Background: an optimization exercise with open tools, aiming at small area and a short achievable clock period. Do not read the settings as production practice.
Function was checked by simulation only, so behaviour that the tests miss may differ from the original.
Power and IR drop assume default switching activity.

== indigo ==
Design MIPS_16_bit_Processor, start of the top module:
module MIPS_16_bit_Processor(data_in,clk,interrupt,reset,data_out,imem_addr,imem_rdata,dmem_en,dmem_we,dmem_addr,dmem_wdata,dmem_rdata,prediction,present_state);
Size: roughly 3600 cells after synthesis, ~39000 µm² of cells after synthesis.
Settings: LEC_CHECK=0, CAP_MARGIN=15, CORE_MARGIN=2, CORE_UTILIZATION=40, CTS_CLUSTER_DIAMETER=80, CTS_CLUSTER_SIZE=24, GPL_TIMING_DRIVEN=1, SLEW_MARGIN=15, SYNTH_HIERARCHICAL=1; clock period 24.0 ns.
standard.sh (not shown) runs the stock make flow with config.mk's settings and CLKGATE_MAP_FILE= SYNTH_SCRIPT=/design/flow/synth_recipe.tcl, a recipe that flattens the netlist after the stock synthesis.
==> flow/flow/run.sh <==
#!/bin/bash
set -euo pipefail
export SETUP_SLACK_MARGIN=12
export BUFFER_PORTS_ARGS="-buffer_cell sky130_fd_sc_hd__buf_2"
bash standard.sh > standard_flow.log 2>&1
The following lists how cedar was set up differently from indigo:
- CORE_UTILIZATION changed from 40 to 50
--- a/flow/flow/run.sh
+++ b/flow/flow/run.sh
@@ -3,3 +3,4 @@
 export SETUP_SLACK_MARGIN=12
 export BUFFER_PORTS_ARGS="-buffer_cell sky130_fd_sc_hd__buf_2"
+export CTS_ARGS="-sink_clustering_enable -repair_clock_nets -sink_clustering_size 24 -sink_clustering_max_diameter 80 -dont_use_dummy_load"
 bash standard.sh > standard_flow.log 2>&1
### Flow results
- Minimum clock period after layout (cedar over indigo): decrease, 0.043 ns
- Where power of the clock network is concerned, indigo is outperformed by cedar.
- Compared with indigo, cedar shows count of buffers not belonging to the clock network in the layout that has gone down by a little under 10%.
- Compared with indigo, in cedar sequential share of layout area now larger, utilization of the core after routing has increased, maximum frequency from static timing analysis went up by 0.26 MHz.
- cedar vs. indigo: setup slack saw an increase; overall power after layout saw a decrease; number of antenna violations at the first check in global routing went down 4.
What ember does differently from cedar at the input level:
- CORE_UTILIZATION now 55, was 50
==> results.txt <==
- Source of the critical timing path: dmem_rdata[4] -> cedar, dmem_rdata[5] -> ember
- ember against cedar: cell count after placement now smaller; relative area change from synthesis to final layout climbed 0.25 points; hold slack rose 0.025 ns.
- Fraction of the mapped netlist area in compound gates: cedar vs ember identical
- Going from cedar to ember, the number of design-rule violations left by the first detailed-router iteration was found to have gone up by 12%.
- Against cedar as the reference, ember delivers a higher peak supply drop.
Input changes introduced in lagoon (baseline for comparison: ember):
- CORE_UTILIZATION now 40, was 55
lagoon against ember: CTS clock-pin slew for the worst setup and hold paths +0.04 ns, placed cell count +8.0%.
Compared with ember, in lagoon proportion of power drawn by the clock network level, total met3 wirelength after detailed routing shrank by about 2.4%.
Critical path capture point: imem_addr[14] -> ember, imem_addr[2] -> lagoon

* * *

MIPS_16_bit_Processor again, from the RTL that the note above started with.
==> flow/config.mk <==
export PLATFORM = sky130hd
export DESIGN_NAME = MIPS_16_bit_Processor
export DESIGN_NICKNAME = MIPS_16_bit_Processor
export VERILOG_FILES = /design/flow/design.v
export SDC_FILE = /design/flow/constraint.sdc
export NUM_CORES = 4
export LEC_CHECK = 0
export CAP_MARGIN = 15
export CORE_MARGIN = 2
export CORE_UTILIZATION = 40
export GPL_TIMING_DRIVEN = 1
export SLEW_MARGIN = 15
export SYNTH_HIERARCHICAL = 1
==> flow/constraint.sdc <==
create_clock -name core_clock -period 24.0 [get_ports {clk}]
set_input_delay 4.8000 -clock core_clock [delete_from_list [all_inputs] [get_ports {clk}]]
set_output_delay 4.8000 -clock core_clock [all_outputs]
set_load 0.01 [all_outputs]
==> flow/flow/run.sh <==
#!/bin/bash
set -euo pipefail
export SETUP_SLACK_MARGIN=12
export BUFFER_PORTS_ARGS="-buffer_cell sky130_fd_sc_hd__buf_2"
bash standard.sh > standard_flow.log 2>&1
Then changed:
CORE_UTILIZATION = 50   (was 40)
CTS_CLUSTER_DIAMETER = 80   (was default)
CTS_CLUSTER_SIZE = 24   (was default)
After rerunning: The new run finished clean. Cell area goes down by a few percent. Non-clock buffer count climbs by 7. Via count is lower slightly. Final cell count fell by a few percent. Worst setup slack gets better by 0.048 ns. Sequential power barely changes. Total power fell by a little under a tenth. Utilization increases by 10 points. Register-to-register slack degrades by 0.42 ns. Synthesized area is unchanged.

==> re-timing with driven ports <==
The results above use ideal ports. As a check the final layouts listed here were re-extracted and re-timed, cells and wires unchanged.
Step 1: set_driving_cell puts a clkbuf_16 on clk and a buf_2 on each other input, an assumption about the parent block.
Step 2 moves the port delays by t, midway between the first and last clock arrival at a register: inputs arrive t later, outputs are due t later. That takes back most of the time a late clock gives input paths.
Slacks: ideal / step 1 / step 2; pairs: ideal / step 1.
| run | shift t [ns] | slack for setup (ns) | worst setup path at the end |
|---|---|---|---|
| indigo | 0.719 | 11.093 / 11.041 / 11.041 | input to output |
| cedar | 0.675 | 11.135 / 11.086 / 11.086 | input to output |
| ember | 0.673 | 11.108 / 11.059 / 11.059 | input to output |
| lagoon | 0.684 | 11.086 / 11.002 / 11.002 | input to output |
| the first run of note 2 | 0.710 | 11.126 / 11.064 / 11.064 | input to output |
| the second run of note 2 | 0.707 | 11.174 / 11.096 / 11.096 | input to output |
After both steps setup and hold are still met in every run listed. The setup slack of lagoon, which loses most, moves by -0.084 ns with the drivers and by -0.084 ns with both steps.
